This is an optimization exercise on Yosys and OpenROAD, whose aim is small area, a short achievable clock period and few clock cycles, not a production implementation. RTL that was checked went through simulation tests only; none was proved equivalent to the original. Only the layout flow was run in runs 4 and 5; the RTL was not checked for function there. Power figures rest on the tool's default switching activity, not on a simulated workload.

==> design.v <==
module fifo_conv_top(
input clk,
input rst,
input data_valid,
input [7:0] data_i,
output wire idle,
output wire done,
output wire [15:0] data_o,
output wire conv_done
);
assign idle = 1'b1;
reg [7:0] x;           
reg acc;               
reg [7:0] h0, h1;      
reg [2:0] col;         
reg [2:0] row;         
reg signed [10:0] pq;
reg emit;
reg signed [8:0] q0, q1, q2, q3, q4, q5;
reg signed [10:0] out_r;
reg vld_r, done_r;
wire signed [8:0] d = {1'b0, x} + {1'b1, h0} + 9'd1;    
wire last_col = (col == 3'd4);
wire upd = acc && (col[2] || col[1]);    
always @(posedge clk) begin
  x <= data_i;
  acc <= data_valid;     
  pq <= q0 + (q3 <<< 1);
  out_r <= pq + q5;
  if (acc) begin
    h1 <= ~x;
    h0 <= h1;
  end
  if (upd) begin
    q0 <= q1; q1 <= q2; q2 <= q3; q3 <= q4; q4 <= q5; q5 <= d;
  end
  if (rst) begin
    col <= 3'd0;
    row <= 3'd0;
    emit <= 1'b0;
    vld_r <= 1'b0;
    done_r <= 1'b0;
  end else begin
    emit <= upd && (row[2] || row[1]);
    vld_r <= emit;
    done_r <= (row == 3'd5);
    if (acc) begin
      col <= last_col ? 3'd0 : col + 3'd1;
      if (last_col && row != 3'd5) row <= row + 3'd1;
    end
  end
end
assign data_o = {{5{out_r[10]}}, out_r};
assign conv_done = vld_r;
assign done = done_r;
endmodule
==> flow/run.sh <==
#!/bin/bash
# Own layout flow: the standard flow (standard.sh, standard synthesis
# included) with a few extra ORFS settings read from flow/knobs.txt, one
# VAR=value per line. Each tool's full output stays in the ORFS logs under
# orfs/logs; make's own output goes to make_finish.log here.
set -euo pipefail
W=$(pwd)
knobs=()
if [[ -f flow/knobs.txt ]]; then
  while IFS= read -r line; do
    [[ -z "$line" || "$line" == \#* ]] && continue
    knobs+=("${line//@FLOW@/$W/flow}")
  done < flow/knobs.txt
fi
bash standard.sh "${knobs[@]}" finish > make_finish.log 2>&1
==> flow/knobs.txt <==
CTS_ARGS=-sink_clustering_enable -repair_clock_nets -buf_list sky130_fd_sc_hd__clkbuf_8 -sink_clustering_size 50 -sink_clustering_max_diameter 200 -dont_use_dummy_load
BUFFER_PORTS_ARGS=-buffer_cell sky130_fd_sc_hd__buf_1
==> standard.sh <==
#!/bin/bash
# synth_recipe.tcl (not shown) runs the flow's synth.tcl, then flattens the netlist and writes it again
# the make line also repeats each setting of config.mk as NAME=value (left out here)
make -C /OpenROAD-flow-scripts/flow DESIGN_CONFIG=/design/flow/config.mk WORK_HOME=/design/flow/orfs CLKGATE_MAP_FILE= SYNTH_SCRIPT=/design/flow/synth_recipe.tcl "${@:-finish}"
==> config.mk <==
export PLATFORM = sky130hd
export DESIGN_NAME = fifo_conv_top
export DESIGN_NICKNAME = fifo_conv_top
export VERILOG_FILES = /design/flow/design.v
export SDC_FILE = /design/flow/constraint.sdc
export NUM_CORES = 4
export LEC_CHECK = 0
export CAP_MARGIN = 20
export CORE_MARGIN = 2
export CORE_UTILIZATION = 70
export PLACE_DENSITY = 0.8
export SETUP_SLACK_MARGIN = 3.15
export SLEW_MARGIN = 20
==> constraint.sdc <==
create_clock -name core_clock -period 5.0 [get_ports {clk}]
set_input_delay 1.0000 -clock core_clock [delete_from_list [all_inputs] [get_ports {clk}]]
set_output_delay 1.0000 -clock core_clock [all_outputs]
set_load 0.01 [all_outputs]
==> out/results.ini, run 1 <==
[synth]
synthFlopType = edfxtp_1
synth_top_area_cell = edfxtp_1
synth_area_leaders = edfxtp_1 (49%), dfxtp_1 (19%), ha_1 (9.0%), xnor2_1 (3.3%), inv_1 (2.3%)
synth-seq-area-share_pct = 67.3
synthArstFlopShare_pct = 0
yosys.cell_count.top_type = edfxtp_1
netlist_area_mm2 = 0.00431
netlist_instances = 310
synth_top_cell_area_share_pct = 48.8
ys_ff_latch = 110
synth.avg_cell_area_um2 = 13.9
synth_edf_count = 70
ys_warn_count = 1
yosys-top-cells-count = edfxtp_1 (70), dfxtp_1 (40), ha_1 (31)
synthDistinctLibCells = 40
syn-num-nets = 355

[setup_path]
worst_setup_path_start_kind = register
worstSetupPathType = register to register
crit_required_ps = 5110
cp-end-kind = register
critPathMaxFanout = 2
cp.arrival_ps = 1970

[global_route]
antenna_found_initial = 0
grt_overflow = 0
grt_pass1_wl_um = 10900
grt_pass1_vias = 2375
grt_max_degree = 29
grt_use_total_pct = 22.4

[routing]
num_vias = 2402
drc = 0
drt_iter0_markers = 104
drtAntennaViolNets = 0
first_pass_iters = 4
wl_per_cell_um = 17.0
wl_um = 7130
vias_per_cell = 5.72

[power]
vdd_drop_max_mv = 0.290
p_total_mw = 1.72
leakage_nw = 1.84
power_density_mw_per_mm2 = 361

[placement]
port_buffers = 28
dp.final_hpwl_um = 4150
routabilityCongestion = 0.757

[clock_tree]
clock_latency_ps = 350
cts.root.buffer_cell = clkbuf_8
path_clk_slew_ps = 90
cts_htree_levels = 3
cts_tree = yes
clockBufferDepth = 2
cts_made_buffers = 9
cts.sinks = 110

[timing]
period_share_pct = 37.3
drv_slew = 0
post-route-min-period_ps = 1870
tightest_slew_ps = 701
relSlewSlack_pct = 53.3
fmax_mhz = 536
timing.setup.tns_ps = 0
rsz0062_at_grt = yes
finalSetupViolations = 0
hold_violations = 0
fin_skew_ps = 16.4

[status]
status = timing/DRC/antenna clean

[die]
die_h_um = 82.5
num_rows = 28
start_util_pct = 72.8
die_w_um = 82.5
io_pins = 30
die-area_mm2 = 0.00680
core-area_mm2 = 0.00592

[cells_and_area]
drive_above_1_share_pct = 15.4
syn_to_final_growth_pct = 10.4
nets = 392
antenna_cells = 0

[worst_hold_path]
hp-class = register to register

[flow_run]
cap_violations = 0

==> routing by layer <==
| layer | GRT usage [%] | wire, um | up-vias |
|---|---|---|---|
| met3 | 6.85 | 368 | 15 |
| met1 | 28.1 | 3040 | 1148 |
| met4 | 8.50 | 146 | 0 |
| met5 | 0 | 0 | - |
| met2 | 36.6 | 3570 | 89 |
| li1 | - | - | 1150 |
==> repair_timing <==
item,CTS,global route
setup endpoints to repair,67,17
gates resized for setup,18,21
setup buffers,2,2
pin swaps,7,6
hold buffers,0,0
cloned,1,0
==> through the flow <==
stage / instances / hold WS (ps) / cell area [um^2] / util, % / setup WS (ps)
after floorplan: 310 / 323 / 4320 / - / 3170
after global placement: 406 / 330 / 4470 / 75.5 / 2990
after detailed placement: 406 / 358 / 4470 / 75.5 / 2950
after CTS: 418 / 389 / 4660 / 78.7 / 3100
after global routing: 420 / 399 / 4760 / 80.4 / 3030
final: 420 / 375 / 4760 / 80.4 / 3130
==> path summary, 6_finish.rpt <==
path	start	cells past startpoint	slack, ps	end
max reg2reg	h0[0]	9	3130	q5[6]
max	h0[0]	9	3130	q5[6]
min reg2reg	q0[0]	0	380	pq[0]
min	q0[0]	0	380	pq[0]
==> cell families (layout without fill, tap and decap cells) <==
logic type	Yosys count	in the layout	share of synthesized area (%)
flops	110	110	67.3
fa+ha+maj	34	34	10.4
buf+inv	33	67	3.40
compound gates	44	45	6.68
other cells	1	1	0.0870
mux	2	2	0.493
xor+xnor	24	24	4.88
simple gates	62	62	6.73
==> flip-flops by register name, indices dropped and copies added (netlist names) <==
name	cells
q1	9
pq	11
emit	1
q0	9
q5	9
acc	1
h0	8
q2	9
vld_r	1
col	3
out_r	11
x	8
done_r	1
h1	8
q4	9
q3	9
row	3
==> critical path, stage by stage, from the launching register on <==
cell      delay, ps
edfxtp_1        370
inv_1            70
ha_2            180
inv_2            40
fa_2            340
a21o_1          170
a21oi_2         180
o21ai_2          80
nor2_1          130
xnor2_1          80
==> cell usage in the layout (no fill, tap or decap), types with 5 or more instances in the layout <==
cell type	Yosys	final
clkbuf_8	0	9
a21oi_2	3	5
buf_1	0	17
dfxtp_1	40	37
edfxtp_1	70	70
o21ai_0	7	7
a21oi_1	13	10
xnor2_1	16	16
ha_1	31	30
nor2_1	22	22
nand2_1	16	16
buf_6	0	6
xor2_1	8	8
inv_1	26	25
==> layout make-up <==
cell class              instances  area [um^2]
repair buffers                 32          186
well taps                      75         93.8
fillers                       322         1160
flip-flops and latches        110         2910
inverters                      26         97.6
multi-input cells             168         1350
clock buffers                   9          124
==> report_power, final <==
| group | switching, mW | internal (mW) |
|---|---|---|
| clock network | 0.245 | 0.162 |
| logic | 0.132 | 0.114 |
| registers | 0.0328 | 1.03 |
| total | 0.410 | 1.31 |
Testbench counts, summed over its fixed seeds: cycles 1,624.
==> inputs of run 2 (changes only) <==
--- a/design.v
+++ b/design.v
@@ -21,3 +21,3 @@
 reg vld_r, done_r;
-wire signed [8:0] d = {1'b0, x} + {1'b1, h0} + 9'd1;    
+wire signed [8:0] d = {1'b0, x} - {1'b0, h0};
 wire last_col = (col == 3'd4);
@@ -26,3 +26,2 @@
   x <= data_i;
-  acc <= data_valid;     
   pq <= q0 + (q3 <<< 1);
@@ -30,3 +29,3 @@
   if (acc) begin
-    h1 <= ~x;
+    h1 <= x;
     h0 <= h1;
@@ -37,2 +36,3 @@
   if (rst) begin
+    acc <= 1'b0;
     col <= 3'd0;
@@ -43,2 +43,3 @@
   end else begin
+    acc <= data_valid;
     emit <= upd && (row[2] || row[1]);
==> flow/knobs.txt (replaced) <==
CTS_ARGS=-sink_clustering_enable -repair_clock_nets -root_buf sky130_fd_sc_hd__clkbuf_16 -buf_list sky130_fd_sc_hd__clkbuf_16 -sink_clustering_size 100 -sink_clustering_max_diameter 500 -dont_use_dummy_load
--- a/config.mk
+++ b/config.mk
@@ -9,5 +9,4 @@
 export CORE_MARGIN = 2
-export CORE_UTILIZATION = 70
-export PLACE_DENSITY = 0.8
-export SETUP_SLACK_MARGIN = 3.15
+export CORE_UTILIZATION = 40
+export SETUP_SLACK_MARGIN = 3.1
 export SLEW_MARGIN = 20
==> out/results.ini, run 2 <==
[status]
status = timing/DRC/antenna clean

[cells_and_area]
antenna_cells = 0
drive_above_1_share_pct = 14.6
final_cell_mix = edfxtp_1 (70), dfxtp_1 (36), inv_1 (28), ha_1 (28), nor2_1 (23)
nets = 396
final_common_cell = edfxtp_1
seq_area_mm2 = 0.00291
nFillCells = 951
design_area_mm2 = 0.00497
syn_to_final_growth_pct = 14.5
multi_input_area_mm2 = 0.00133
reg_top3 = out_r: 11 flops, pq: 11 flops

[synth]
synth-seq-area-share_pct = 66.8
synthFlopType = edfxtp_1
syn-num-nets = 360
ys_warn_count = 1
synth.avg_cell_area_um2 = 13.8
netlist_instances = 315
synthArstFlopShare_pct = 0
yosys.cell_count.top_type = edfxtp_1
synth_top_cell_area_share_pct = 48.4
ys_ff_latch = 110
netlist_area_mm2 = 0.00434
yosys-top-cells-count = edfxtp_1 (70), dfxtp_1 (40), ha_1 (31)
synth_top_area_cell = edfxtp_1
synth_area_leaders = edfxtp_1 (48%), dfxtp_1 (18%), ha_1 (8.9%), xnor2_1 (3.2%), inv_1 (2.4%)
synth_edf_count = 70
synthDistinctLibCells = 41

[placement]
port_buffers = 28
dp.final_hpwl_um = 4100
dpl-instance-area_mm2 = 0.00476
routabilityCongestion = 0.751

[timing]
rsz0062_at_grt = yes
finalSetupViolations = 0
hold_violations = 0
fin_skew_ps = 16.2
hold_slack_ps = 356
period_share_pct = 39.0
fmax_mhz = 513
relSlewSlack_pct = 55.1
drv_slew = 0
timing.setup.tns_ps = 0
tightest_slew_ps = 674
post-route-min-period_ps = 1950

[setup_path]
cp_top_family = adder cells
r2r-end = q5[8]
reg2reg_depth = 7
r2r_start = h0[0]
cp_common_cell = o21ai_2
cp.arrival_ps = 2030
crit_required_ps = 5080
cp-end-kind = register
critPathMaxFanout = 3
path_cells = ha_2, fa_2, nor2b_4, o21ai_2, a21oi_2, o21ai_2, a211o_1
worst_setup_path_start_kind = register
cpPeakStageDelay_ps = 410
rrSetupSlack_ps = 3050
critPathSlowestCell = fa_2
worstSetupPathType = register to register
path_buf_inv = 0

[die]
io_pins = 30
die_h_um = 108
die_w_um = 108
die-area_mm2 = 0.0117
core-area_mm2 = 0.0107
start_util_pct = 40.6
num_rows = 38

[clock_tree]
cts.sinks = 110
path_clk_slew_ps = 70
cts_hold_buf = 0
clock_latency_ps = 330
cts.root.buffer_cell = clkbuf_16
cts_made_buffers = 9
cts_tree = yes
clockBufferDepth = 2
cts_htree_levels = 3

[routing]
drc = 0
drtAntennaViolNets = 0
first_pass_iters = 4
wl_um = 6240
num_vias = 2313
drt_iter0_markers = 69
vias_per_cell = 4.73
wl_per_cell_um = 12.8

[worst_hold_path]
min-delay-start = q0[0]
worstHoldPathCells = 0
hp-class = register to register
min_to = pq[0]

[global_route]
grt_max_degree = 29
grt_overflow = 0
antenna_found_initial = 0
grt_pass1_wl_um = 9980
grt_pass1_vias = 2170
grt_use_total_pct = 11.4

[flow_run]
cap_violations = 0

[power]
power_density_mw_per_mm2 = 334
vdd_drop_max_mv = 0.138
leakage_nw = 1.91

run 2: worst register-to-register path, stage by stage (launching register included):
cell and delay, ps:
edfxtp_1 370, ha_2 200, fa_2 410, nor2b_4 120, o21ai_2 60, a21oi_2 200, o21ai_2 80, a211o_1 250
run 2: cells by family (layout without fill, tap and decap cells):
kind of cell | Yosys count | after routing | synth area share, %
AOI/OAI and AO/OA | 46 | 47 | 7.09
and+or+nand+nor | 65 | 65 | 7.23
other | 1 | 1 | 0.0863
DFF | 110 | 110 | 66.8
buffers and inverters | 35 | 68 | 3.54
muxes | 2 | 2 | 0.490
adders and majority gates | 34 | 34 | 10.3
xor gates and xnor gates | 22 | 22 | 4.44
run 2: layer usage:
metal | up-vias | wire (um) | track usage (%)
li1 | 1170 | - | -
met1 | 1104 | 2980 | 14.5
met2 | 30 | 2970 | 18.2
met3 | 9 | 205 | 3.44
met4 | 0 | 78 | 4.49
met5 | - | 0 | 0
run 2: cell type report:
class | instances | area share [%]
clock buffers | 9 | 4.53
inverters | 28 | 2.11
multi-input cells | 171 | 26.7
flip-flops and latches | 110 | 58.5
well taps | 140 | 3.52
repair buffers | 31 | 4.68
run 2: how the worst max path moves through the flow:
stage          startpoint          to  slack, ps  depth (start not counted)
2_1_floorplan       h0[0]       q5[8]       3160                          7
3_3_place_gp          acc       q2[2]       2970                          1
3_5_place_dp          acc       q0[1]       2930                          1
4_1_cts         out_r[10]  data_o[14]       3030                          1
5_1_grt             h0[0]       q5[8]       2960                          7
6_report            h0[0]       q5[8]       3050                          7
run 2: where the power goes:
group | switching [mW] | internal [mW] | leakage [nW] | total (mW)
Clock | 0.265 | 0.318 | 0.111 | 0.583
Combinational | 0.0418 | 0.0421 | 0.831 | 0.0839
Sequential | 0.0119 | 0.985 | 0.970 | 0.997
Total | 0.318 | 1.34 | 1.91 | 1.66
run 2: per-stage QoR:
stage               util, %  power (mW)  worst slack [ps]  std cells
detailed placement     44.5        1.10              2930        476
floorplan                 -        1.07              3160        315
finish                 46.5        1.66              3050        489
global placement       44.5        1.10              2970        476
CTS                    46.7        1.68              3030        488
global route           46.5        1.73              2960        489
run 2: timing repair:
item / in CTS / in global routing
gates cloned: 1 / 0
resized for setup: 50 / 16
buffers inserted: 2 / 1
pin swaps: 2 / 6
endpoints found under the setup margin: 77 / 15
Testbench counts of run 2, summed over its fixed seeds: cycles 1,624.
==> inputs of run 3 (changes only) <==
==> flow/knobs.txt (replaced) <==
CTS_ARGS=-sink_clustering_enable -repair_clock_nets -buf_list sky130_fd_sc_hd__clkbuf_8 -sink_clustering_size 40 -sink_clustering_max_diameter 300 -sink_clustering_levels 1 -dont_use_dummy_load
==> out/results.ini, run 3 <==
[routing]
drtAntennaViolNets = 0
wl_um = 6250
wl_per_cell_um = 12.8
vias_per_cell = 4.72
num_vias = 2303
first_pass_iters = 4
drt_iter0_markers = 63
drc = 0

[timing]
drv_slew = 0
setup_ws_ps = 3090
fin_skew_ps = 22.7
tightest_slew_ps = 679
finalSetupViolations = 0
period_share_pct = 38.3
fmax_mhz = 522
timing.setup.tns_ps = 0
relSlewSlack_pct = 54.7
hold_slack_ps = 364
hold_violations = 0
rsz0062_at_grt = yes
post-route-min-period_ps = 1910

[global_route]
grt_use_total_pct = 11.3
grt_pass1_vias = 2213
grt_overflow = 0
grt_pass1_wl_um = 10100
grt_max_degree = 29
antenna_found_initial = 0

[cells_and_area]
final_cell_mix = edfxtp_1 (70), dfxtp_1 (34), inv_1 (28), ha_1 (28), nor2_1 (23)
syn_to_final_growth_pct = 12.0
drive_above_1_share_pct = 17.0
reg_top3 = out_r: 11 flops, pq: 11 flops
antenna_cells = 0
nets = 395
final_common_cell = edfxtp_1
post-route-util_pct = 45.5

[clock_tree]
cts.sinks = 110
cts_made_buffers = 9
cts.root.buffer_cell = clkbuf_8
path_clk_slew_ps = 100
cts_tree = yes
clock_latency_ps = 350
cts_htree_levels = 3
clockBufferDepth = 2
cts_hold_buf = 0

[die]
io_pins = 30
start_util_pct = 40.6
die-area_mm2 = 0.0117
num_rows = 38
die_w_um = 108
die_h_um = 108
core-area_mm2 = 0.0107

[power]
leakage_nw = 1.86
vdd_drop_max_mv = 0.133
clkPwrFrac_pct = 27.4
p_int_mw = 1.19
p_switching_mw = 0.298
p_seq_share_pct = 67.0
swShare_pct = 20.1
power_frac_comb_pct = 5.6
power_density_mw_per_mm2 = 305

[synth]
synthDistinctLibCells = 41
synth-seq-area-share_pct = 66.8
synth_area_leaders = edfxtp_1 (48%), dfxtp_1 (18%), ha_1 (8.9%), xnor2_1 (3.2%), inv_1 (2.4%)
synth_edf_count = 70
netlist_area_mm2 = 0.00434
syn-num-nets = 360
synthFlopType = edfxtp_1
ys_ff_latch = 110
synth_top_cell_area_share_pct = 48.4
synth_top_area_cell = edfxtp_1
netlist_instances = 315
yosys-top-cells-count = edfxtp_1 (70), dfxtp_1 (40), ha_1 (31)
synthArstFlopShare_pct = 0
yosys.cell_count.top_type = edfxtp_1
ys_warn_count = 1
synth.avg_cell_area_um2 = 13.8

[setup_path]
cp.arrival_ps = 2010
r2r-end = q5[8]
worst_setup_path_start_kind = register
critPathMaxFanout = 3
path_buf_inv = 0
critPathSlowestCell = edfxtp_1
cp_common_cell = o21ai_2
cp-end-kind = register
worstSetupPathType = register to register
crit_required_ps = 5100
r2r_start = h0[0]
cp_top_family = compound AO/OA/AOI/OAI gates
rrSetupSlack_ps = 3090
path_cells = ha_2, fa_2, nor2b_4, o21ai_2, a21oi_2, o21ai_2, a211o_1
cpPeakStageDelay_ps = 380
reg2reg_depth = 7

[status]
status = timing/DRC/antenna clean

[placement]
pre_cts_slack_ps = 2930
dp.final_hpwl_um = 4100
routabilityCongestion = 0.751
port_buffers = 28

[worst_hold_path]
hp-class = register to register
min_to = pq[0]
worstHoldPathCells = 0
min-delay-start = q0[0]

[flow_run]
cap_violations = 0

-- run 3: cell types whose count changed in the layout (fill, tap and decap cells not counted), sizes merged --
| cell | delta |
|---|---|
| buf | +6 |
| clkbuf | -3 |
| clkdlybuf4s15 | -4 |
-- run 3: how the worst max path moves through the flow --
stage / startpoint / end / slack, ps / cells past startpoint
2_1_floorplan: h0[0] / q5[8] / 3160 / 7
3_3_place_gp: acc / q2[2] / 2970 / 1
3_5_place_dp: acc / q0[1] / 2930 / 1
4_1_cts: out_r[10] / data_o[14] / 3000 / 1
5_1_grt: q3[0] / pq[9] / 2960 / 7
6_report: h0[0] / q5[8] / 3090 / 7
-- run 3: final cells by class --
type / instances / area, um^2
Inverter: 28 / 105
Clock buffer: 9 / 124
Fill cell: 960 / 5830
Sequential cell: 110 / 2910
Timing Repair Buffer: 30 / 211
Multi-Input combinational cell: 171 / 1340
Tap cell: 140 / 175
-- run 3: what timing repair did --
item / CTS / global route
resized for setup: 61 / 22
buffers inserted: 2 / 0
endpoints found under the setup margin: 77 / 17
cloned: 1 / 0
pin swaps: 4 / 5
-- run 3: routing by layer --
layer	part of all wire, %	track usage (%)	wire length [um]	up-vias
met5	0	0	0	-
met3	2.1	2.71	132	10
li1	-	-	-	1170
met1	49	14.7	3040	1098
met2	47	18.3	2970	25
met4	1.7	4.76	107	0
-- run 3: power by group through the flow --
stage,Combinational [mW],Clock [mW],Sequential [mW]
floorplan,0.0577,0,1.01
global placement,0.0875,0,1.02
detailed placement,0.0888,0,1.02
CTS,0.0851,0.424,0.996
global route,0.0935,0.457,0.999
finish,0.0837,0.407,0.996
-- run 3: stage by stage --
stage          std cells  total power, mW  instance area, um^2
6_report             488             1.49                 4860
5_1_grt              488             1.55                 4860
4_1_cts              488             1.51                 4880
3_3_place_gp         476             1.10                 4760
3_5_place_dp         476             1.10                 4760
2_1_floorplan        315             1.07                 4350
-- run 3: kinds of logic after synthesis --
kind of cell	after synthesis	synth area share, %
buffers and inverters	35	3.54
multiplexers	2	0.490
AO/OA/AOI/OAI	46	7.09
adder cells (fa/ha/maj)	34	10.3
other	1	0.0863
flip-flops	110	66.8
XOR/XNOR	22	4.44
AND/OR/NAND/NOR	65	7.23
==> inputs of run 4 (changes only) <==
--- a/design.v
+++ b/design.v
@@ -21,3 +21,3 @@
 reg vld_r, done_r;
-wire signed [8:0] d = {1'b0, x} - {1'b0, h0};
+wire signed [8:0] d = {1'b0, x} + {1'b1, h0} + 9'd1;    
 wire last_col = (col == 3'd4);
@@ -29,3 +29,3 @@
   if (acc) begin
-    h1 <= x;
+    h1 <= ~x;
     h0 <= h1;
==> flow/knobs.txt (replaced) <==
CTS_ARGS=-sink_clustering_enable -repair_clock_nets -root_buf sky130_fd_sc_hd__clkbuf_8 -buf_list sky130_fd_sc_hd__clkbuf_4 -sink_clustering_size 50 -sink_clustering_max_diameter 200 -dont_use_dummy_load
BUFFER_PORTS_ARGS=-buffer_cell sky130_fd_sc_hd__buf_1
--- a/config.mk
+++ b/config.mk
@@ -9,3 +9,4 @@
 export CORE_MARGIN = 2
-export CORE_UTILIZATION = 40
+export CORE_UTILIZATION = 75
+export PLACE_DENSITY = 0.85
 export SETUP_SLACK_MARGIN = 3.1
==> out/results.ini, run 4 <==
[die]
die_h_um = 79.9
core-area_mm2 = 0.00554
die-area_mm2 = 0.00638
start_util_pct = 77.9
die_w_um = 79.9
num_rows = 27
io_pins = 30

[routing]
first_pass_iters = 5
vias_per_cell = 5.58
drtAntennaViolNets = 0
wl_per_cell_um = 16.9
drc = 0
drt_iter0_markers = 140
wl_um = 7080
num_vias = 2331

[placement]
port_buffers = 28
dpl-instance-area_mm2 = 0.00447
routabilityCongestion = 0.842
dp_cells = 404
dp.final_hpwl_um = 4610

[synth]
synth_area_leaders = edfxtp_1 (49%), dfxtp_1 (19%), ha_1 (9.0%), xnor2_1 (3.2%), inv_1 (2.3%)
synth_compound_area_share_pct = 6.67
syn-num-nets = 356
synth-seq-area-share_pct = 67.2
synthDistinctLibCells = 40
synthArstFlopShare_pct = 0
yosys-top-cells-count = edfxtp_1 (70), dfxtp_1 (40), ha_1 (31)
ys_warn_count = 1
synth.avg_cell_area_um2 = 13.9
synth_top_cell_area_share_pct = 48.7
synth_edf_count = 70
yosys.cell_count.top_type = edfxtp_1
ys_ff_latch = 110
synth_xor_area_share_pct = 4.87
synth_simple_gate_area_share_pct = 6.87
netlist_instances = 311
synth.area.mux_share_pct = 0.493
synthFlopType = edfxtp_1
synth_top_area_cell = edfxtp_1
synth_top_family_by_area = adder cells
synthAdderAreaFrac_pct = 10.4
netlist_area_mm2 = 0.00432

[setup_path]
cpPeakStageDelay_ps = 380
cp-end-kind = register
path_cells = inv_1, ha_2, inv_2, fa_2, a21o_1, a21oi_2, o21ai_2, o41ai_1
reg2reg_depth = 8
crit_cells = 8
critPathMaxFanout = 2
worst_setup_path_start_kind = register
path_buf_inv = 2
worstSetupPathType = register to register
cp.arrival_ps = 2090
crit_required_ps = 5170
cp_top_family = compound AO/OA/AOI/OAI gates
critPathSlowestCell = edfxtp_1

[cells_and_area]
layoutNonFillerInstCount = 418
design_area_mm2 = 0.00471
antenna_cells = 0
nets = 393
final_cell_mix = edfxtp_1 (70), dfxtp_1 (38), ha_1 (30)
reg_top3 = out_r: 11 flops, pq: 11 flops
final_common_cell = edfxtp_1
syn_to_final_growth_pct = 9.13
drive_above_1_share_pct = 13.6

[clock_tree]
cts_htree_levels = 3
path_clk_slew_ps = 90
cts_tree = yes
cts.sinks = 110
clock_latency_ps = 360
cts.root.buffer_cell = clkbuf_8
cts_made_buffers = 9
clockBufferDepth = 2

[global_route]
grt_overflow = 0
antenna_found_initial = 0
grt_pass1_vias = 2369
grt_pass1_wl_um = 10900
grt_max_degree = 56
grt_use_total_pct = 23.7

[timing]
finalSetupViolations = 0
tightest_slew_ps = 762
timing.setup.tns_ps = 0
fmax_mhz = 521
hold_violations = 0
post-route-min-period_ps = 1920
period_share_pct = 38.4
rsz0062_at_grt = yes
relSlewSlack_pct = 49.2
fin_skew_ps = 18.1
drv_slew = 0

[status]
status = timing/DRC/antenna clean

[worst_hold_path]
worstHoldPathCells = 0
hp-class = register to register

[power]
power_density_mw_per_mm2 = 315
vdd_drop_max_mv = 0.267
leakage_nw = 1.80

[flow_run]
cap_violations = 0

[run 4: kinds of logic (layout without fill, tap and decap cells)]
kind of cell    Yosys count  count (layout)
other cells               1               1
fa+ha+maj                34              34
compound gates           44              44
xor+xnor                 24              24
flops                   110             110
simple gates             63              63
buf+inv                  33              68
mux                       2               2
[run 4: power by group]
group | internal [mW] | leakage (nW) | switching (mW) | total (mW)
combinational | 0.0374 | 0.768 | 0.0448 | 0.0822
clock | 0.162 | 0.0647 | 0.245 | 0.407
sequential | 0.984 | 0.970 | 0.0123 | 0.996
[run 4: worst paths after layout]
kind | startpoint | endpoint | slack (ps)
worst max-delay path | h0[0] | q5[8] | 3080
worst min register to register | q2[5] | q1[5] | 400
worst min-delay path | q2[5] | q1[5] | 400
worst max register to register | h0[0] | q5[8] | 3080
[run 4: area by class of cell]
cell class,count,area (um^2)
multi-input combinational,168,1340
sequential,110,2910
clock buffer,9,124
timing repair buffer,33,155
inverter,26,97.6
fill,263,830
tap,72,90.1
[run 4: through the flow]
stage | hold slack (ps) | setup slack [ps] | utilization [%] | power, mW
finish | 401 | 3080 | 85.0 | 1.49
global route | 422 | 3010 | 85.0 | 1.53
CTS | 403 | 3110 | 83.3 | 1.49
detailed placement | 387 | 2980 | 80.7 | 1.09
global placement | 401 | 2990 | 80.7 | 1.08
floorplan | 323 | 3170 | - | 1.07
[run 4: repair_timing]
action / 4_1_cts / 5_1_grt
hold buffers: 0 / 0
endpoints found under the hold margin: 0 / 0
endpoints found under the setup margin: 64 / 10
setup buffers: 1 / 4
resized for setup: 6 / 19
pin swaps: 2 / 8
[run 4: per-layer routing]
layer  up-vias  wire length [um]  track usage (%)
met5         -                 0                0
li1       1156                 -                -
met4         0               109             9.66
met3        10               322             7.81
met1      1102              2820             27.3
met2        63              3830             40.7
==> inputs of run 5 (changes only) <==
==> flow/knobs.txt (replaced) <==
CTS_ARGS=-sink_clustering_enable -repair_clock_nets -root_buf sky130_fd_sc_hd__clkbuf_16 -buf_list sky130_fd_sc_hd__clkbuf_4 -sink_clustering_size 30 -sink_clustering_max_diameter 100 -dont_use_dummy_load
BUFFER_PORTS_ARGS=-buffer_cell sky130_fd_sc_hd__buf_1
==> out/results.ini, run 5 <==
[global_route]
grt_max_degree = 29
use_met1_pct = 35.7
top_usage_layer = met2
use_met2_pct = 50.8
grt_pass1_wl_um = 13900
antenna_found_initial = 0
grt_overflow = 0
grt_use_total_pct = 30.7
grt_use_met3_pct = 9.28
grt_pass1_vias = 2676

[power]
p_seq_share_pct = 59.2
vdd_drop_max_mv = 0.315
p_switching_mw = 0.346
clkPwrFrac_pct = 35.6
leakage_nw = 1.86
p_int_mw = 1.34
power_frac_comb_pct = 5.2
swShare_pct = 20.5
power_density_mw_per_mm2 = 347

[routing]
first_pass_iters = 5
wl_per_cell_um = 22.2
num_vias = 2669
wl_um = 9370
drtAntennaViolNets = 0
drc = 0
drt_iter0_markers = 324
vias_per_cell = 6.32

[setup_path]
rrSetupSlack_ps = 3100
crit_required_ps = 5090
crit_start = h0[0]
critical_path.endpoint = q5[4]
critPathMaxFanout = 2
cp-end-kind = register
r2r_start = h0[0]
reg2reg_depth = 9
r2r-end = q5[4]
worst_setup_path_start_kind = register
cp.arrival_ps = 1990
cpPeakStageDelay_ps = 370
path_cells = inv_1, ha_2, inv_2, fa_2, a21o_1, a21oi_2, buf_4, buf_6, xnor2_2
worstSetupPathType = register to register
critPathSlowestCell = edfxtp_1

[cells_and_area]
nets = 397
final_common_cell = edfxtp_1
reg_top3 = out_r: 11 flops, pq: 11 flops
syn_to_final_growth_pct = 12.7
final_cell_mix = edfxtp_1 (70), dfxtp_1 (38), ha_1 (28)
antenna_cells = 0
drive_above_1_share_pct = 14.9
post-route-util_pct = 87.8

[clock_tree]
clockBufferDepth = 2
path_clk_slew_ps = 70
cts_tree = yes
cts_htree_levels = 3
cts.root.buffer_cell = clkbuf_16
clock_latency_ps = 350
cts_made_buffers = 9
cts.sinks = 110
cts_hold_buf = 0

[synth]
synthDistinctLibCells = 40
yosys-top-cells-count = edfxtp_1 (70), dfxtp_1 (40), ha_1 (31)
synth_top_area_cell = edfxtp_1
syn-num-nets = 356
synth_edf_count = 70
ys_warn_count = 1
synth_top_cell_area_share_pct = 48.7
synth-seq-area-share_pct = 67.2
netlist_instances = 311
netlist_area_mm2 = 0.00432
yosys.cell_count.top_type = edfxtp_1
ys_ff_latch = 110
synth_area_leaders = edfxtp_1 (49%), dfxtp_1 (19%), ha_1 (9.0%), xnor2_1 (3.2%), inv_1 (2.3%)
synthFlopType = edfxtp_1
synth.avg_cell_area_um2 = 13.9
synthArstFlopShare_pct = 0

[placement]
port_buffers = 28
routabilityCongestion = 0.842
dp.final_hpwl_um = 4610

[timing]
rsz0062_at_grt = yes
relSlewSlack_pct = 52.7
fin_skew_ps = 14.7
period_share_pct = 38.0
post-route-min-period_ps = 1900
fmax_mhz = 527
timing.setup.tns_ps = 0
tightest_slew_ps = 709
finalSetupViolations = 0
drv_slew = 0
hold_violations = 0

[status]
status = timing/DRC/antenna clean

[die]
die_h_um = 79.9
num_rows = 27
die-area_mm2 = 0.00638
io_pins = 30
start_util_pct = 77.9
core-area_mm2 = 0.00554
die_w_um = 79.9

[worst_hold_path]
hp-class = register to register
min-delay-start = q2[5]

[flow_run]
cap_violations = 0

[run 5: worst min path at each step]
stage	endpoint	slack, ps	cells after the start
after detailed placement	pq[0]	390	0
final	q1[5]	400	0
after floorplan	pq[0]	320	0
after global placement	h0[7]	400	0
after CTS	q1[5]	400	0
after global routing	pq[0]	410	0
[run 5: through the flow]
| stage | area [um^2] | instances | power (mW) | setup WS, ps | hold slack, ps |
|---|---|---|---|---|---|
| global placement | 4470 | 404 | 1.08 | 2990 | 401 |
| CTS | 4750 | 416 | 1.67 | 3070 | 405 |
| floorplan | 4320 | 311 | 1.07 | 3170 | 323 |
| finish | 4860 | 422 | 1.69 | 3100 | 404 |
| global route | 4860 | 422 | 1.72 | 3020 | 407 |
| detailed placement | 4470 | 404 | 1.09 | 2980 | 387 |
[run 5: final cells by class]
type                       count  area (um^2)
fill                         230          676
multi-input combinational    169         1370
inverter                      26         97.6
timing repair buffer          36          175
tap                           72         90.1
sequential                   110         2910
clock buffer                   9          225
[run 5: power groups by stage]
stage	logic, mW	registers [mW]	clock network [mW]
6_report	0.0881	0.999	0.600
5_1_grt	0.0960	1.00	0.626
4_1_cts	0.0772	0.998	0.596
3_5_place_dp	0.0721	1.02	0
3_3_place_gp	0.0681	1.02	0
2_1_floorplan	0.0549	1.02	0
[run 5: repair_timing]
action / 4_1_cts / 5_1_grt
pin swaps: 5 / 11
endpoints found under the hold margin: 0 / 0
setup buffers: 2 / 6
gates cloned: 1 / 0
gates resized for setup: 10 / 21
setup endpoints to repair: 67 / 15
[run 5: kinds of logic (layout without fill, tap and decap cells)]
| kind of cell | count (synthesis) | count (layout) | synth area share (%) |
|---|---|---|---|
| flip-flops | 110 | 110 | 67.2 |
| AND/OR/NAND/NOR | 63 | 63 | 6.87 |
| AO/OA/AOI/OAI | 44 | 45 | 6.67 |
| adder cells (fa/ha/maj) | 34 | 34 | 10.4 |
| buffers and inverters | 33 | 71 | 3.39 |
| XOR/XNOR | 24 | 24 | 4.87 |
| multiplexers | 2 | 2 | 0.493 |
| other | 1 | 1 | 0.0869 |
[run 5: critical path, delay by kind of cell, from the launching register on]
| kind | cells | cell delay, ps |
|---|---|---|
| adders and majority gates | 2 | 540 |
| buffers and inverters | 4 | 340 |
| DFF | 1 | 370 |
| xor gates and xnor gates | 1 | 50 |
| AOI/OAI and AO/OA | 2 | 360 |
[run 5: routing by layer]
metal  up-vias  wire (um)
li1       1164          -
met1      1277       3470
met2       188       4730
met3        40        745
met4         0        424
met5         -          0
==> inputs of run 6 (changes only) <==
--- a/design.v
+++ b/design.v
@@ -21,3 +21,3 @@
 reg vld_r, done_r;
-wire signed [8:0] d = {1'b0, x} + {1'b1, h0} + 9'd1;    
+wire signed [8:0] d = {1'b0, x} - {1'b0, h0};
 wire last_col = (col == 3'd4);
@@ -29,3 +29,3 @@
   if (acc) begin
-    h1 <= ~x;
+    h1 <= x;
     h0 <= h1;
==> flow/knobs.txt (replaced) <==
CTS_ARGS=-sink_clustering_enable -repair_clock_nets -buf_list sky130_fd_sc_hd__clkbuf_8 -sink_clustering_size 50 -sink_clustering_max_diameter 200 -dont_use_dummy_load -sink_buffer_max_cap_derate 1.0
BUFFER_PORTS_ARGS=-buffer_cell sky130_fd_sc_hd__buf_1
==> out/results.ini, run 6 <==
[cells_and_area]
reg_top3 = out_r: 11 flops, pq: 11 flops
nets = 394
drive_above_1_share_pct = 13.3
nFillCells = 286
final_common_cell = edfxtp_1
design_area_mm2 = 0.00469
final_cell_mix = edfxtp_1 (70), dfxtp_1 (37), ha_1 (29)
syn_to_final_growth_pct = 7.98
antenna_cells = 0

[timing]
timing.setup.tns_ps = 0
rsz0062_at_grt = yes
fin_skew_ps = 25.3
hold_violations = 0
fmax_mhz = 536
tightest_slew_ps = 666
finalSetupViolations = 0
period_share_pct = 37.3
drv_slew = 0
post-route-min-period_ps = 1870
relSlewSlack_pct = 55.6

[die]
die_w_um = 80.1
start_util_pct = 78.4
num_rows = 27
io_pins = 30
die_h_um = 80.1
core-area_mm2 = 0.00554
die-area_mm2 = 0.00642

[power]
p_int_mw = 1.18
p_switching_mw = 0.295
vdd_drop_max_mv = 0.249
power_frac_comb_pct = 5.3
clkPwrFrac_pct = 27.2
power_density_mw_per_mm2 = 315
swShare_pct = 20.0
leakage_nw = 1.80
p_seq_share_pct = 67.5

[global_route]
grt_overflow = 0
grt_use_total_pct = 23.3
antenna_found_initial = 0
grt_pass1_vias = 2371
grt_max_degree = 29
grt_pass1_wl_um = 10700

[synth]
synth_top_cell_area_share_pct = 48.4
syn-num-nets = 360
synthDistinctLibCells = 41
synth_top_area_cell = edfxtp_1
netlist_instances = 315
ys_warn_count = 1
synthFlopType = edfxtp_1
synthArstFlopShare_pct = 0
synth-seq-area-share_pct = 66.8
netlist_area_mm2 = 0.00434
synth.avg_cell_area_um2 = 13.8
synth_area_leaders = edfxtp_1 (48%), dfxtp_1 (18%), ha_1 (8.9%), xnor2_1 (3.2%), inv_1 (2.4%)
yosys.cell_count.top_type = edfxtp_1
ys_ff_latch = 110
synth_edf_count = 70
yosys-top-cells-count = edfxtp_1 (70), dfxtp_1 (40), ha_1 (31)

[setup_path]
worstSetupPathType = register to register
cp_common_cell = o21ai_2
path_cells = ha_2, fa_2, nor2b_4, o21ai_2, a21oi_2, o21ai_2, a211o_1
critPathSlowestCell = edfxtp_1
cp-end-kind = register
critPathMaxFanout = 2
worst_setup_path_start_kind = register
cp.arrival_ps = 1980
cpPeakStageDelay_ps = 380
rrSetupSlack_ps = 3130
crit_required_ps = 5120

[placement]
routabilityCongestion = 0.844
dpl-instance-area_mm2 = 0.00450
port_buffers = 28
dp.final_hpwl_um = 4470

[routing]
wl_per_cell_um = 16.0
first_pass_iters = 4
wl_um = 6700
drt_iter0_markers = 126
drtAntennaViolNets = 0
vias_per_cell = 5.65
drc = 0
num_vias = 2367

[worst_hold_path]
hp-class = register to register

[clock_tree]
cts.root.buffer_cell = clkbuf_8
cts_tree = yes
cts_htree_levels = 3
clock_latency_ps = 360
path_clk_slew_ps = 90
cts_made_buffers = 9
clockBufferDepth = 2
cts_hold_buf = 0
cts.sinks = 110

[flow_run]
cap_violations = 0

[status]
status = timing/DRC/antenna clean

==> run 6: cell type report <==
type | instances | area (um^2) | area share, %
repair buffers | 29 | 124 | 2.64
well taps | 72 | 90.1 | 1.92
multi-input cells | 171 | 1340 | 28.5
flip-flops and latches | 110 | 2910 | 62.0
clock buffers | 9 | 124 | 2.64
inverters | 28 | 105 | 2.24
==> run 6: kinds of logic (layout without fill, tap and decap cells) <==
logic type,Yosys count,count (layout),share of synthesized area (%)
compound gates,46,47,7.09
fa+ha+maj,34,34,10.3
simple gates,65,65,7.23
buf+inv,35,66,3.54
mux,2,2,0.490
other cells,1,1,0.0863
xor+xnor,22,22,4.44
flops,110,110,66.8
==> run 6: stage by stage <==
| stage | setup WS, ps | utilization (%) | instances | hold WS (ps) | total power, mW |
|---|---|---|---|---|---|
| after CTS | 3090 | 83.8 | 419 | 359 | 1.48 |
| after detailed placement | 2970 | 81.2 | 408 | 343 | 1.09 |
| after global placement | 3000 | 81.2 | 408 | 326 | 1.09 |
| final | 3130 | 84.7 | 419 | 352 | 1.48 |
| after floorplan | 3160 | - | 315 | 323 | 1.07 |
| after global routing | 3070 | 84.7 | 419 | 359 | 1.53 |
==> run 6: power groups by stage <==
stage          logic, mW  registers, mW  clock network (mW)
2_1_floorplan     0.0577           1.01                   0
4_1_cts           0.0770          0.996               0.409
3_3_place_gp      0.0714           1.01                   0
3_5_place_dp      0.0752           1.02                   0
6_report          0.0787          0.996               0.402
5_1_grt           0.0880          0.999               0.440
==> run 6: timing repair <==
item / CTS / global route
pin swaps: 1 / 4
buffers inserted: 1 / 0
gates cloned: 1 / 0
setup endpoints to repair: 62 / 14
gates resized for setup: 3 / 19
==> run 6: critical path, delay by kind of cell (launching register included) <==
family | cells | cell delay (ps)
simple gates | 1 | 120
flops | 1 | 380
fa+ha+maj | 2 | 560
compound gates | 4 | 560
==> run 6: worst paths after layout <==
check | from | to | cells after the start
max reg2reg | h0[0] | q5[8] | 7
min | q0[0] | pq[0] | 0
max | h0[0] | q5[8] | 7
min reg2reg | q0[0] | pq[0] | 0
==> run 6: routing by layer <==
metal | routed length (um) | part of all wire, % | track usage [%] | vias up
met5 | 0 | 0 | 0 | -
met4 | 82 | 1.2 | 8.64 | 0
met3 | 323 | 4.8 | 7.87 | 9
met2 | 3460 | 52 | 39.6 | 70
met1 | 2840 | 42 | 27.5 | 1126
li1 | - | - | - | 1162
Testbench counts of run 6, summed over its fixed seeds: cycles 1,624.
==> inputs of run 7 (changes only) <==
==> flow/knobs.txt (replaced) <==
CTS_ARGS=-repair_clock_nets -buf_list sky130_fd_sc_hd__clkbuf_16 -dont_use_dummy_load -sink_buffer_max_cap_derate 1.0
BUFFER_PORTS_ARGS=-buffer_cell sky130_fd_sc_hd__buf_1
==> out/results.ini, run 7 <==
[synth]
netlist_instances = 315
netlist_area_mm2 = 0.00434
synth_top_cell_area_share_pct = 48.4
ys_warn_count = 1
synthAdderAreaFrac_pct = 10.3
synth_simple_gate_area_share_pct = 7.23
syn-num-nets = 360
synth_area_leaders = edfxtp_1 (48%), dfxtp_1 (18%), ha_1 (8.9%), xnor2_1 (3.2%), inv_1 (2.4%)
synth_top_family_by_area = adder cells
yosys-top-cells-count = edfxtp_1 (70), dfxtp_1 (40), ha_1 (31)
synthDistinctLibCells = 41
synth.area.mux_share_pct = 0.490
synth.avg_cell_area_um2 = 13.8
synthFlopType = edfxtp_1
synth-seq-area-share_pct = 66.8
synth_compound_area_share_pct = 7.09
synth_edf_count = 70
synth_top_area_cell = edfxtp_1
synth_xor_area_share_pct = 4.44
ys_ff_latch = 110
yosys.cell_count.top_type = edfxtp_1
synthArstFlopShare_pct = 0

[setup_path]
path_cells = ha_2, inv_1, fa_2, nor2b_4, o2111ai_2, a31oi_2, xor2_1
cpPeakStageDelay_ps = 390
critPathSlowestCell = edfxtp_1
cp.arrival_ps = 2250
crit_required_ps = 5260
cp_top_family = adder cells
critPathMaxFanout = 3
cp-end-kind = register
worstSetupPathType = register to register
path_buf_inv = 1
worst_setup_path_start_kind = register

[global_route]
grt_pass1_wl_um = 12300
grt_pass1_vias = 2535
grt_max_degree = 29
antenna_found_initial = 0
grt_use_total_pct = 26.8
grt_overflow = 0

[flow_run]
cap_violations = 0

[timing]
timing.setup.tns_ps = 0
tightest_slew_ps = 646
drv_slew = 0
fmax_mhz = 501
relSlewSlack_pct = 56.9
hold_violations = 0
rsz0062_at_grt = yes
finalSetupViolations = 0
post-route-min-period_ps = 1990
setup_ws_ps = 3010
fin_skew_ps = 12.4
hold_slack_ps = 352
period_share_pct = 39.9

[die]
die_w_um = 80.1
start_util_pct = 78.4
die_h_um = 80.1
core-area_mm2 = 0.00554
io_pins = 30
die-area_mm2 = 0.00642
num_rows = 27

[placement]
pre_cts_slack_ps = 2970
dp.final_hpwl_um = 4470
routabilityCongestion = 0.844
port_buffers = 28

[clock_tree]
clock_latency_ps = 330
cts_tree = yes
clockBufferDepth = 2
cts_made_buffers = 9
cts.sinks = 110
cts_htree_levels = 3
path_clk_slew_ps = 70
cts.root.buffer_cell = clkbuf_16

[cells_and_area]
multi_input_area_mm2 = 0.00136
antenna_cells = 0
nets = 395
final_cell_mix = edfxtp_1 (70), dfxtp_1 (37), ha_1 (29)
nFillCells = 256
drive_above_1_share_pct = 12.4
syn_to_final_growth_pct = 10.9
seq_area_mm2 = 0.00291
reg_top3 = out_r: 11 flops, pq: 11 flops
final_common_cell = edfxtp_1

[worst_hold_path]
hp-class = register to register

[status]
status = timing/DRC/antenna clean

[routing]
wl_um = 8170
wl_per_cell_um = 19.4
drtAntennaViolNets = 0
num_vias = 2561
vias_per_cell = 6.10
first_pass_iters = 5
drt_iter0_markers = 272
drc = 0

[power]
power_density_mw_per_mm2 = 345
vdd_drop_max_mv = 0.276
leakage_nw = 1.84

[run 7: cell counts after synthesis]
No cell type changed its count.
[run 7: layout make-up]
| type | instances | area share, % |
|---|---|---|
| clock buffers | 9 | 4.68 |
| multi-input cells | 171 | 28.3 |
| flip-flops and latches | 110 | 60.4 |
| well taps | 72 | 1.87 |
| repair buffers | 30 | 2.62 |
| inverters | 28 | 2.18 |
[run 7: timing repair]
action	in CTS	in global routing
buffers inserted	2	0
endpoints found under the setup margin	65	10
hold buffers	0	0
pin swaps	1	2
cloned	1	0
resized for setup	5	14
[run 7: final timing paths]
kind	slack, ps	to	depth (start not counted)	start
worst max-delay path	3010	pq[9]	7	q3[0]
worst min-delay path	350	pq[0]	0	q0[0]
worst max register to register	3010	pq[9]	7	q3[0]
worst min register to register	350	pq[0]	0	q0[0]
[run 7: kinds of logic (layout without fill, tap and decap cells)]
family                     Yosys count  in the layout
DFF                                110            110
adders and majority gates           34             34
and+or+nand+nor                     65             65
AOI/OAI and AO/OA                   46             47
xor gates and xnor gates            22             22
other                                1              1
buffers and inverters               35             67
muxes                                2              2
[run 7: power breakdown]
group	internal (mW)	switching, mW	total [mW]
Sequential	0.985	0.0132	0.998
Clock	0.318	0.261	0.579
Combinational	0.0362	0.0465	0.0827
Total	1.34	0.321	1.66
[run 7: routing by layer]
layer / GRT usage (%) / wire length (um)
met1: 31.7 / 3030
met2: 46.8 / 4180
met3: 6.63 / 707
met4: 11.2 / 243
met5: 0 / 0
[run 7: per-stage QoR]
stage          cell area [um^2]  power (mW)  utilization [%]  std cells
6_report                   4820        1.66             86.9        420
5_1_grt                    4820        1.71             86.9        420
4_1_cts                    4760        1.66             85.9        420
3_5_place_dp               4500        1.09             81.2        408
3_3_place_gp               4500        1.09             81.2        408
2_1_floorplan              4350        1.07                -        315
==> inputs of run 8 (changes only) <==
==> flow/knobs.txt (replaced) <==
CTS_ARGS=-sink_clustering_enable -repair_clock_nets -buf_list sky130_fd_sc_hd__clkbuf_16 -sink_clustering_size 60 -sink_clustering_max_diameter 300 -dont_use_dummy_load -sink_buffer_max_cap_derate 1.0
BUFFER_PORTS_ARGS=-buffer_cell sky130_fd_sc_hd__buf_1
==> out/results.ini, run 8 <==
[routing]
num_vias = 2561
drc = 0
vias_per_cell = 6.10
drtAntennaViolNets = 0
first_pass_iters = 5
wl_per_cell_um = 19.4
wl_um = 8170
drt_iter0_markers = 272

[cells_and_area]
antenna_cells = 0
reg_top3 = out_r: 11 flops, pq: 11 flops
final_cell_mix = edfxtp_1 (70), dfxtp_1 (37), ha_1 (29)
final_common_cell = edfxtp_1
layoutNonFillerInstCount = 420
syn_to_final_growth_pct = 10.9
nets = 395
drive_above_1_share_pct = 12.4

[global_route]
grt_use_total_pct = 26.8
grt_pass1_wl_um = 12300
grt_pass1_vias = 2535
grt_overflow = 0
antenna_found_initial = 0
grt_max_degree = 29

[setup_path]
worst_setup_path_start_kind = register
r2r_start = q3[0]
critPathMaxFanout = 3
reg2reg_depth = 7
crit_required_ps = 5260
path_cells = ha_2, inv_1, fa_2, nor2b_4, o2111ai_2, a31oi_2, xor2_1
rrSetupSlack_ps = 3010
cpPeakStageDelay_ps = 390
cp-end-kind = register
cp.arrival_ps = 2250
r2r-end = pq[9]
worstSetupPathType = register to register
critPathSlowestCell = edfxtp_1

[synth]
yosys-top-cells-count = edfxtp_1 (70), dfxtp_1 (40), ha_1 (31)
synthArstFlopShare_pct = 0
synth_top_cell_area_share_pct = 48.4
synthDistinctLibCells = 41
netlist_area_mm2 = 0.00434
yosys.cell_count.top_type = edfxtp_1
synth_edf_count = 70
synth-seq-area-share_pct = 66.8
synth_top_area_cell = edfxtp_1
netlist_instances = 315
ys_ff_latch = 110
ys_warn_count = 1
syn-num-nets = 360
synth.avg_cell_area_um2 = 13.8
synthFlopType = edfxtp_1
synth_area_leaders = edfxtp_1 (48%), dfxtp_1 (18%), ha_1 (8.9%), xnor2_1 (3.2%), inv_1 (2.4%)

[clock_tree]
cts_hold_buf = 0
clock_latency_ps = 330
cts_tree = yes
path_clk_slew_ps = 70
cts.root.buffer_cell = clkbuf_16
clockBufferDepth = 2
cts.sinks = 110
cts_htree_levels = 3
cts_made_buffers = 9

[worst_hold_path]
hp-class = register to register
min_to = pq[0]
worstHoldPathCells = 0
min-delay-start = q0[0]

[timing]
timing.setup.tns_ps = 0
tightest_slew_ps = 646
post-route-min-period_ps = 1990
finalSetupViolations = 0
hold_violations = 0
hold_slack_ps = 352
relSlewSlack_pct = 56.9
rsz0062_at_grt = yes
drv_slew = 0
fmax_mhz = 501
fin_skew_ps = 12.4
period_share_pct = 39.9

[power]
swShare_pct = 19.3
p_total_mw = 1.66
leakage_nw = 1.84
clkPwrFrac_pct = 34.9
power_frac_comb_pct = 5.0
p_int_mw = 1.34
p_switching_mw = 0.321
power_density_mw_per_mm2 = 345
p_seq_share_pct = 60.1
vdd_drop_max_mv = 0.276

[die]
die_w_um = 80.1
die-area_mm2 = 0.00642
start_util_pct = 78.4
core-area_mm2 = 0.00554
num_rows = 27
io_pins = 30
die_h_um = 80.1

[placement]
dp_cells = 408
routabilityCongestion = 0.844
port_buffers = 28
dp.final_hpwl_um = 4470

[flow_run]
cap_violations = 0

[status]
status = timing/DRC/antenna clean

==> run 8: cell counts after synthesis <==
No cell type changed its count.
==> run 8: how the worst max path moves through the flow <==
stage | from | to | slack (ps) | cells past startpoint
after floorplan | h0[0] | q5[8] | 3160 | 7
after global placement | acc | q2[1] | 3000 | 1
after detailed placement | acc | q1[1] | 2970 | 1
after CTS | q3[0] | pq[9] | 3050 | 7
after global routing | q3[0] | pq[9] | 2960 | 7
final | q3[0] | pq[9] | 3010 | 7
==> run 8: kinds of logic (layout without fill, tap and decap cells) <==
| kind of cell | after synthesis | in the layout | share of synthesized area [%] |
|---|---|---|---|
| flip-flops | 110 | 110 | 66.8 |
| XOR/XNOR | 22 | 22 | 4.44 |
| AND/OR/NAND/NOR | 65 | 65 | 7.23 |
| buffers and inverters | 35 | 67 | 3.54 |
| other | 1 | 1 | 0.0863 |
| adder cells (fa/ha/maj) | 34 | 34 | 10.3 |
| multiplexers | 2 | 2 | 0.490 |
| AO/OA/AOI/OAI | 46 | 47 | 7.09 |
==> run 8: area by class of cell <==
cell class | count | area [um^2]
Fill cell | 256 | 724
Clock buffer | 9 | 225
Tap cell | 72 | 90.1
Multi-Input combinational cell | 171 | 1360
Timing Repair Buffer | 30 | 126
Inverter | 28 | 105
Sequential cell | 110 | 2910
==> run 8: power by group through the flow <==
stage               Combinational [mW]  Clock, mW  Sequential (mW)
floorplan                       0.0577          0             1.01
global placement                0.0714          0             1.01
detailed placement              0.0752          0             1.02
CTS                             0.0797      0.587            0.998
global route                    0.0915      0.616             1.00
finish                          0.0827      0.579            0.998
==> run 8: metal layers <==
layer / global-route usage [%] / share of wire (%) / wire length, um / up-vias
met2: 46.8 / 51 / 4180 / 140
met1: 31.7 / 37 / 3030 / 1227
met5: 0 / 0 / 0 / -
met4: 11.2 / 3.0 / 243 / 0
met3: 6.63 / 8.7 / 707 / 26
li1: - / - / - / 1168
==> run 8: worst max-delay path, delay by kind of cell, from the launching register on <==
family          cells  cell delay, ps
compound gates      2             480
xor+xnor            1             190
fa+ha+maj           2             610
buf+inv             1              70
flops               1             390
simple gates        1             190
==> run 8: timing repair <==
item | 4_1_cts | 5_1_grt
pin swaps | 1 | 2
gates cloned | 1 | 0
buffers inserted | 2 | 0
gates resized for setup | 5 | 14
setup endpoints to repair | 65 | 10
==> run 8: metrics by stage <==
step / cell area (um^2) / util (%) / setup slack (ps)
2_1_floorplan: 4350 / - / 3160
3_3_place_gp: 4500 / 81.2 / 3000
3_5_place_dp: 4500 / 81.2 / 2970
4_1_cts: 4760 / 85.9 / 3050
5_1_grt: 4820 / 86.9 / 2960
6_report: 4820 / 86.9 / 3010
==> inputs of run 9 (changes only) <==
==> flow/knobs.txt (replaced) <==
CTS_ARGS=-sink_clustering_enable -repair_clock_nets -buf_list sky130_fd_sc_hd__clkbuf_8 -sink_clustering_size 50 -sink_clustering_max_diameter 200 -dont_use_dummy_load
BUFFER_PORTS_ARGS=-buffer_cell sky130_fd_sc_hd__buf_1
--- a/config.mk
+++ b/config.mk
@@ -11,3 +11,3 @@
 export PLACE_DENSITY = 0.85
-export SETUP_SLACK_MARGIN = 3.1
+export SETUP_SLACK_MARGIN = 2.9
 export SLEW_MARGIN = 20
==> out/results.ini, run 9 <==
[clock_tree]
cts_made_buffers = 9
cts.sinks = 110
clock_latency_ps = 360
clockBufferDepth = 2
cts_htree_levels = 3
post_cts.repair.setup_buffers = 0
path_clk_slew_ps = 100
cts.root.buffer_cell = clkbuf_8
cts_tree = yes

[setup_path]
cpPeakStageDelay_ps = 420
crit_required_ps = 5300
critPathMaxFanout = 3
path_buf_inv = 1
cp.arrival_ps = 2330
path_cells = ha_1, inv_1, fa_1, nor2b_1, o2111ai_1, a31oi_1, xor2_1
worst_setup_path_start_kind = register
cp-end-kind = register
worstSetupPathType = register to register
critPathSlowestCell = fa_1
cp_top_family = adder cells

[routing]
drt_iter0_markers = 118
vias_per_cell = 5.64
drc = 0
drtAntennaViolNets = 0
first_pass_iters = 4
wl_um = 6650
wl_per_cell_um = 15.9
num_vias = 2358

[timing]
finalSetupViolations = 0
timing.setup.tns_ps = 0
period_share_pct = 40.5
setup_ws_ps = 2970
relSlewSlack_pct = 65.3
post-route-min-period_ps = 2030
hold_violations = 0
drv_slew = 0
fmax_mhz = 493
fin_skew_ps = 21.6
tightest_slew_ps = 521
rsz0062_at_grt = yes
hold_slack_ps = 346

[cells_and_area]
design_area_mm2 = 0.00464
syn_to_final_growth_pct = 6.71
final_common_cell = edfxtp_1
reg_top3 = out_r: 11 flops, pq: 11 flops
layoutNonFillerInstCount = 418
antenna_cells = 0
drive_above_1_share_pct = 7.80
nFillCells = 308
multi_input_area_mm2 = 0.00130
final_cell_mix = edfxtp_1 (70), dfxtp_1 (39), ha_1 (31)
seq_area_mm2 = 0.00290
nets = 393

[synth]
synth_xor_area_share_pct = 4.44
synth.area.mux_share_pct = 0.490
yosys.cell_count.top_type = edfxtp_1
synthDistinctLibCells = 41
ys_warn_count = 1
synth_simple_gate_area_share_pct = 7.23
synth_area_leaders = edfxtp_1 (48%), dfxtp_1 (18%), ha_1 (8.9%), xnor2_1 (3.2%), inv_1 (2.4%)
syn-num-nets = 360
netlist_instances = 315
synth_top_area_cell = edfxtp_1
synthFlopType = edfxtp_1
synth_compound_area_share_pct = 7.09
yosys-top-cells-count = edfxtp_1 (70), dfxtp_1 (40), ha_1 (31)
netlist_area_mm2 = 0.00434
synth_edf_count = 70
synthArstFlopShare_pct = 0
ys_ff_latch = 110
synth.avg_cell_area_um2 = 13.8
synthAdderAreaFrac_pct = 10.3
synth_top_family_by_area = adder cells
synth_top_cell_area_share_pct = 48.4
synth-seq-area-share_pct = 66.8

[die]
core-area_mm2 = 0.00554
num_rows = 27
start_util_pct = 78.4
die_h_um = 80.1
die-area_mm2 = 0.00642
io_pins = 30
die_w_um = 80.1

[power]
leakage_nw = 1.77
power_density_mw_per_mm2 = 318
vdd_drop_max_mv = 0.272

[placement]
dp.final_hpwl_um = 4770
port_buffers = 28
dp_cells = 409
routabilityCongestion = 0.851
dpl-instance-area_mm2 = 0.00450
pre_cts_slack_ps = 2740

[worst_hold_path]
hp-class = register to register

[global_route]
grt_max_degree = 44
grt_use_total_pct = 23.4
grt_pass1_vias = 2347
grt_overflow = 0
grt_pass1_wl_um = 10900
antenna_found_initial = 0

[flow_run]
cap_violations = 0

[status]
status = timing/DRC/antenna clean

[run 9: cell counts after synthesis]
Identical to the previous run, type by type.
[run 9: worst paths after layout]
kind / from / endpoint / slack [ps] / cells past startpoint
hold / removal: q0[0] / pq[0] / 350 / 0
setup / recovery: q3[0] / pq[9] / 2970 / 7
setup reg to reg: q3[0] / pq[9] / 2970 / 7
hold reg to reg: q0[0] / pq[0] / 350 / 0
[run 9: metal layers]
layer  GRT usage (%)  part of all wire (%)  vias to the layer above
li1                -                     -                     1157
met1            28.1                    42                     1137
met2            40.3                    52                       52
met3            7.30                   4.2                       12
met4            7.46                   1.8                        0
met5               0                     0                        -
[run 9: final cells by class]
type                            count  share of cell area, %
Multi-Input combinational cell    170                   28.0
Inverter                           28                   2.27
Timing Repair Buffer               29                   2.43
Sequential cell                   110                   62.6
Clock buffer                        9                   2.67
Tap cell                           72                   1.94
[run 9: kinds of logic (layout without fill, tap and decap cells)]
group,after synthesis,count (layout)
AO/OA/AOI/OAI,46,46
XOR/XNOR,22,22
adder cells (fa/ha/maj),34,34
buffers and inverters,35,66
flip-flops,110,110
multiplexers,2,2
other,1,1
AND/OR/NAND/NOR,65,65
[run 9: worst register-to-register path: stages (launching register included)]
cell,delay (ps)
edfxtp_1,410
ha_1,240
inv_1,80
fa_1,420
nor2b_1,210
o2111ai_1,200
a31oi_1,260
xor2_1,160
[run 9: where the power goes]
part	switching (mW)	leakage, nW	internal [mW]
Combinational	0.0424	0.735	0.0329
Clock	0.242	0.0647	0.162
Sequential	0.0117	0.970	0.983
Total	0.296	1.77	1.18
[run 9: timing repair]
action | in CTS | in global routing
hold buffers | 0 | 0
setup endpoints to repair | 43 | 4
pin swaps | 0 | 0
gates resized for setup | 1 | 3
[run 9: through the flow]
step / power (mW) / utilization, %
final: 1.47 / 83.7
after detailed placement: 1.09 / 81.2
after global routing: 1.53 / 83.7
after floorplan: 1.07 / -
after global placement: 1.09 / 81.2
after CTS: 1.48 / 83.5
==> inputs of run 10 (changes only) <==
--- a/config.mk
+++ b/config.mk
@@ -11,3 +11,3 @@
 export PLACE_DENSITY = 0.85
-export SETUP_SLACK_MARGIN = 2.9
+export SETUP_SLACK_MARGIN = 3.0
 export SLEW_MARGIN = 20
==> out/results.ini, run 10 <==
[status]
status = timing/DRC/antenna clean

[worst_hold_path]
worstHoldPathCells = 0
hp-class = register to register
min_to = pq[0]
min-delay-start = q0[0]

[global_route]
grt_max_degree = 29
grt_pass1_vias = 2383
grt_overflow = 0
antenna_found_initial = 0
grt_pass1_wl_um = 11200
grt_use_total_pct = 24.0

[cells_and_area]
syn_to_final_growth_pct = 7.81
nets = 396
drive_above_1_share_pct = 10.0
antenna_cells = 0
nFillCells = 294
post-route-util_pct = 84.5
final_cell_mix = edfxtp_1 (70), dfxtp_1 (39), inv_1 (28), ha_1 (28), buf_1 (28)
final_common_cell = edfxtp_1
reg_top3 = out_r: 11 flops, pq: 11 flops

[routing]
wl_um = 7140
vias_per_cell = 5.80
drt_iter0_markers = 152
first_pass_iters = 5
wl_per_cell_um = 17.0
num_vias = 2441
drtAntennaViolNets = 0
drc = 0

[clock_tree]
clockBufferDepth = 2
clock_latency_ps = 360
cts_tree = yes
cts.sinks = 110
cts.root.buffer_cell = clkbuf_8
cts_hold_buf = 0
path_clk_slew_ps = 70
cts_made_buffers = 9
cts_htree_levels = 3

[synth]
netlist_area_mm2 = 0.00434
netlist_instances = 315
synthDistinctLibCells = 41
synth.avg_cell_area_um2 = 13.8
yosys-top-cells-count = edfxtp_1 (70), dfxtp_1 (40), ha_1 (31)
syn-num-nets = 360
ys_ff_latch = 110
synth_top_area_cell = edfxtp_1
synth_edf_count = 70
synth_top_cell_area_share_pct = 48.4
synthArstFlopShare_pct = 0
synth_area_leaders = edfxtp_1 (48%), dfxtp_1 (18%), ha_1 (8.9%), xnor2_1 (3.2%), inv_1 (2.4%)
synthFlopType = edfxtp_1
ys_warn_count = 1
synth-seq-area-share_pct = 66.8
yosys.cell_count.top_type = edfxtp_1

[die]
die-area_mm2 = 0.00642
die_w_um = 80.1
core-area_mm2 = 0.00554
start_util_pct = 78.4
num_rows = 27
io_pins = 30
die_h_um = 80.1

[timing]
finalSetupViolations = 0
drv_slew = 0
tightest_slew_ps = 668
fmax_mhz = 513
period_share_pct = 39.0
hold_violations = 0
timing.setup.tns_ps = 0
relSlewSlack_pct = 55.5
rsz0062_at_grt = yes
post-route-min-period_ps = 1950
fin_skew_ps = 19.8

[setup_path]
worstSetupPathType = register to register
critPathMaxFanout = 2
crit_start = q5[0]
crit_required_ps = 5240
r2r_start = q5[0]
r2r-end = out_r[10]
worst_setup_path_start_kind = register
cp.arrival_ps = 2180
rrSetupSlack_ps = 3050
cp-end-kind = register
reg2reg_depth = 8

[power]
vdd_drop_max_mv = 0.288
p_total_mw = 1.47
power_density_mw_per_mm2 = 314
leakage_nw = 1.79

[placement]
dp.final_hpwl_um = 4680
routabilityCongestion = 0.849
port_buffers = 28

[flow_run]
cap_violations = 0

-- run 10: cell types whose count changed in the layout (fill, tap and decap cells not counted) --
cell	before	now
ha_1	31	28
o21a_4	0	1
nor2b_2	0	1
nor3_2	0	1
nor3_1	6	5
nor2b_1	4	3
nand2b_1	1	0
nand2b_4	0	1
buf_4	1	3
a211oi_1	1	2
ha_2	0	3
a211oi_2	1	0
-- run 10: logic make-up after synthesis --
kind of cell	synth area share, %
flops	66.8
simple gates	7.23
compound gates	7.09
buf+inv	3.54
fa+ha+maj	10.3
xor+xnor	4.44
mux	0.490
other cells	0.0863
-- run 10: cell type report --
class,count,area [um^2],area share (%)
repair buffers,31,128,2.73
well taps,72,90.1,1.92
inverters,28,105,2.24
clock buffers,9,124,2.64
flip-flops and latches,110,2900,62.0
multi-input cells,171,1330,28.5
-- run 10: how the worst max path moves through the flow --
stage | endpoint | cells past startpoint
global placement | q2[1] | 1
finish | out_r[10] | 8
CTS | pq[9] | 7
floorplan | q5[8] | 7
detailed placement | q0[1] | 1
global route | out_r[10] | 8
-- run 10: critical path, stage by stage (launching register included) --
cell,delay (ps)
edfxtp_1,380
ha_2,200
inv_1,50
fa_1,420
nand2b_4,180
a21oi_2,210
nor2_1,90
a21oi_1,230
xnor2_1,100
-- run 10: power by group --
group | internal [mW] | switching, mW
sequential | 0.983 | 0.0122
clock | 0.162 | 0.237
combinational | 0.0342 | 0.0437
total | 1.18 | 0.293
-- run 10: layer usage --
| metal | wire length, um | track usage (%) |
|---|---|---|
| met1 | 2830 | 27.8 |
| met2 | 3650 | 42.3 |
| met4 | 134 | 7.80 |
| met3 | 528 | 7.75 |
| met5 | 0 | 0 |
-- run 10: through the flow --
| stage | hold slack, ps | setup WS (ps) | cell area (um^2) | cells |
|---|---|---|---|---|
| 6_report | 354 | 3050 | 4680 | 421 |
| 5_1_grt | 375 | 2950 | 4680 | 421 |
| 4_1_cts | 359 | 3010 | 4630 | 418 |
| 3_5_place_dp | 343 | 2950 | 4500 | 408 |
| 3_3_place_gp | 326 | 3000 | 4500 | 408 |
| 2_1_floorplan | 323 | 3100 | 4350 | 315 |
-- run 10: timing repair --
action / in CTS / in global routing
buffers inserted: 0 / 3
resized for setup: 2 / 7
cloned: 1 / 0
hold endpoints to repair: 0 / 0
pin swaps: 0 / 4
setup endpoints to repair: 55 / 5

[static timing again, ports no longer ideal]
How much do the figures lean on ideal ports? The routed layouts below were timed once more, with nothing changed but the port constraints.
Step 1, drivers: a clkbuf_16 drives clk and a buf_2 each remaining input, both assumed.
Step 2 adds t to the input delays and takes it off the output delays; t is the mean of the earliest and latest rising clock arrival at the registers after step 1. Input paths then give back, and output paths get back, about the clock's delay inside the block.
Three values: ideal ports, drivers, drivers and shift; two values: the first two.
run | shift t [ns] | setup WS [ns] | worst setup path at the end | worst slew at a driven data input, ns | cell pins on the clock port's net
run 1 | 0.374 | 3.135 / 3.105 / 3.135 | register to register | 0.04 | 1
run 2 | 0.363 | 3.050 / 3.050 / 3.046 | input to register | 0.03 | 1
run 3 | 0.369 | 3.085 / 3.085 / 3.044 | input to register | 0.03 | 1
run 4 | 0.386 | 3.079 / 3.078 / 3.079 | register to register | 0.03 | 1
run 5 | 0.374 | 3.101 / 3.087 / 3.101 | register to register | 0.03 | 1
run 6 | 0.380 | 3.134 / 3.128 / 3.134 | register to register | 0.03 | 1
run 7 | 0.364 | 3.005 / 3.005 / 3.005 | register to register | 0.03 | 1
run 8 | 0.364 | 3.005 / 3.005 / 3.005 | register to register | 0.03 | 1
run 9 | 0.383 | 2.973 / 2.973 / 2.973 | register to register | 0.03 | 1
run 10 | 0.381 | 3.052 / 3.051 / 3.052 | register to register | 0.03 | 1
After both steps every run listed still meets setup and hold. For run 3, which loses most, drivers alone change the setup slack by 0.000 ns; drivers and shift together by -0.041 ns.
